This is an optimization exercise on Yosys and OpenROAD, whose aim is a short achievable clock period and few clock cycles, not a production implementation. Only simulation tests tie the RTL to the original design; equivalence was not proved. Power figures rest on the tool's default switching activity, not on a simulated workload.

Design singal_cpu, start of the top module:
module singal_cpu(input wire clk_cpu,
                  input wire reset,
                  input wire [4:0] reg_num,
                  input wire [31:0] inst_in,
                  input wire [31:0] mem_data_out,
                  output [31:0] pc_out,
                  output [31:0] register,
                  output mem_w,
                  output [31:0] Addr_out,
                  output [31:0] Data_out
    );
Size in the first run: about 6500 cells after synthesis, roughly 1700 flip-flops, ~200 I/O pins, about 86000 µm² of cells after synthesis.
Settings: LEC_CHECK=0, ABC_CLOCK_PERIOD_IN_PS=1000, CAP_MARGIN=30, CORE_MARGIN=2, CORE_UTILIZATION=55, CTS_CLUSTER_DIAMETER=70, CTS_CLUSTER_SIZE=25, PLACE_DENSITY=0.68, SETUP_SLACK_MARGIN=5, SLEW_MARGIN=20, SYNTH_HIERARCHICAL=1; clock period 14.0 ns.
standard.sh (not shown) runs the stock make flow with config.mk's settings and CLKGATE_MAP_FILE= SYNTH_SCRIPT=/design/flow/synth_recipe.tcl, a recipe that flattens the netlist after the stock synthesis.
==> flow/flow/run.sh <==
#!/bin/bash
# Standard ORFS layout (the standard.sh, unchanged synthesis), with changes only to how
# timing repair works:
#  - in global routing it repairs against wire parasitics 30% above the platform's
#    estimate (flow/rc13.tcl), and then repairs once more against parasitics 50% above
#    it (flow/post_grt_repair.tcl), so that paths with long wires keep their timing once
#    the routed layout is extracted.
set -o pipefail
F="$PWD/flow"
bash standard.sh SETUP_SLACK_MARGIN=10 PRE_GLOBAL_ROUTE_TCL="$F/rc13.tcl" \
  POST_GLOBAL_ROUTE_TCL="$F/post_grt_repair.tcl" finish > flow_standard.log 2>&1
==> flow/flow/post_grt_repair.tcl <==
# A second timing repair after global routing, against wire parasitics 50% above the
# platform's estimate, then the changed nets are routed again and the guides rewritten.
global_route -start_incremental
source [file join [file dirname [info script]] rc15.tcl]
estimate_parasitics -global_routing
repair_timing -setup -setup_margin 10 -repair_tns 100 -verbose
detailed_placement
global_route -end_incremental
estimate_parasitics -global_routing
write_guides $::env(RESULTS_DIR)/route.guide
==> flow/flow/rc15.tcl <==
# timing repair against wire parasitics 50% above the platform's estimate
set f 1.5
set_layer_rc -layer li1 -capacitance [expr {1.499e-04*$f}] -resistance [expr {7.176e-02*$f}]
set_layer_rc -layer met1 -capacitance [expr {1.72375E-04*$f}] -resistance [expr {8.929e-04*$f}]
set_layer_rc -layer met2 -capacitance [expr {1.36233E-04*$f}] -resistance [expr {8.929e-04*$f}]
set_layer_rc -layer met3 -capacitance [expr {2.14962E-04*$f}] -resistance [expr {1.567e-04*$f}]
set_layer_rc -layer met4 -capacitance [expr {1.48128E-04*$f}] -resistance [expr {1.567e-04*$f}]
set_layer_rc -layer met5 -capacitance [expr {1.54087E-04*$f}] -resistance [expr {1.781e-05*$f}]
set_wire_rc -signal -layer met1
set_wire_rc -clock -layer met3
Other scripts of this flow, unchanged in this note and not shown: flow/flow/rc13.tcl
Testbench counts at the start, summed over its fixed seeds: cycles 179,482.
==> next run, changes <==
==> flow/flow/run.sh (replaced) <==
#!/bin/bash
set -o pipefail
bash standard.sh SETUP_SLACK_MARGIN=10 PRE_GLOBAL_ROUTE_TCL="$PWD/flow/rc13.tcl" finish > flow_standard.log 2>&1
removed: flow/flow/post_grt_repair.tcl
removed: flow/flow/rc15.tcl
The changed run finished clean.
Critical path depth stays the same.
Count of clock-buffer cells in the layout does not change.
Non-clock buffer count is lower by 90.
Final cell count is lower by about 1%.
Worst setup slack improved by 3.1 ps.
==> next run, changes <==
==> flow/flow/run.sh (replaced) <==
#!/bin/bash
# Standard ORFS layout (the standard.sh, unchanged synthesis), with changes only to how
# timing repair works:
#  - in global routing it repairs against wire parasitics 30% above the platform's
#    estimate (flow/rc13.tcl), and then repairs once more against parasitics 50% above
#    it (flow/post_grt_repair.tcl), so that paths with long wires keep their timing once
#    the routed layout is extracted.
set -o pipefail
F="$PWD/flow"
bash standard.sh SETUP_SLACK_MARGIN=10 PRE_GLOBAL_ROUTE_TCL="$F/rc13.tcl" \
  POST_GLOBAL_ROUTE_TCL="$F/post_grt_repair.tcl" finish > flow_standard.log 2>&1
==> flow/flow/post_grt_repair.tcl (new file) <==
# A second timing repair after global routing, against wire parasitics 50% above the
# platform's estimate, then the changed nets are routed again and the guides rewritten.
global_route -start_incremental
source [file join [file dirname [info script]] rc15.tcl]
estimate_parasitics -global_routing
repair_timing -setup -setup_margin 10 -repair_tns 100 -verbose
detailed_placement
global_route -end_incremental
estimate_parasitics -global_routing
write_guides $::env(RESULTS_DIR)/route.guide
==> flow/flow/rc15.tcl (new file) <==
# timing repair against wire parasitics 50% above the platform's estimate
set f 1.5
set_layer_rc -layer li1 -capacitance [expr {1.499e-04*$f}] -resistance [expr {7.176e-02*$f}]
set_layer_rc -layer met1 -capacitance [expr {1.72375E-04*$f}] -resistance [expr {8.929e-04*$f}]
set_layer_rc -layer met2 -capacitance [expr {1.36233E-04*$f}] -resistance [expr {8.929e-04*$f}]
set_layer_rc -layer met3 -capacitance [expr {2.14962E-04*$f}] -resistance [expr {1.567e-04*$f}]
set_layer_rc -layer met4 -capacitance [expr {1.48128E-04*$f}] -resistance [expr {1.567e-04*$f}]
set_layer_rc -layer met5 -capacitance [expr {1.54087E-04*$f}] -resistance [expr {1.781e-05*$f}]
set_wire_rc -signal -layer met1
set_wire_rc -clock -layer met3
- CORE_UTILIZATION: 55 -> 60
- PLACE_DENSITY: 0.68 -> 0.72
First-iteration DRC count is higher by 10%.
Worst setup slack improved by 43 ps.
Power is higher by 2.1%.
Hold slack improved by 50 ps.

-- static timing again, ports no longer ideal --
The results above use ideal ports. As a check the final layouts listed here were re-extracted and re-timed, cells and wires unchanged. Step 1 assumes that a clkbuf_16 drives the clock port and a buf_2 every other input. Step 2, shift: input delay + t, output delay - t, t = (earliest + latest rising clock arrival at the registers) / 2. This alone moves slack from input paths to output paths. a / b / c = ideal / step 1 / step 2; a / b = the first two.
| run | t, ns | slack for setup (ns) | hold slack, ns | worst setup path at the end | latest minus earliest clock arrival (ns) |
|---|---|---|---|---|---|
| the first run | 0.905 | 9.846 / 9.762 / 8.884 | 0.402 / 0.402 / 0.402 | input to register | 0.053 / 0.054 |
| the second run | 0.905 | 9.849 / 9.765 / 8.882 | 0.403 / 0.403 / 0.403 | input to register | 0.052 / 0.051 |
| the third run | 0.908 | 9.892 / 9.800 / 8.891 | 0.453 / 0.453 / 0.453 | input to register | 0.075 / 0.075 |
After both steps setup and hold are still met in every run listed. For the third run, which loses most, drivers alone change the setup slack by -0.092 ns; drivers and shift together by -1.001 ns.
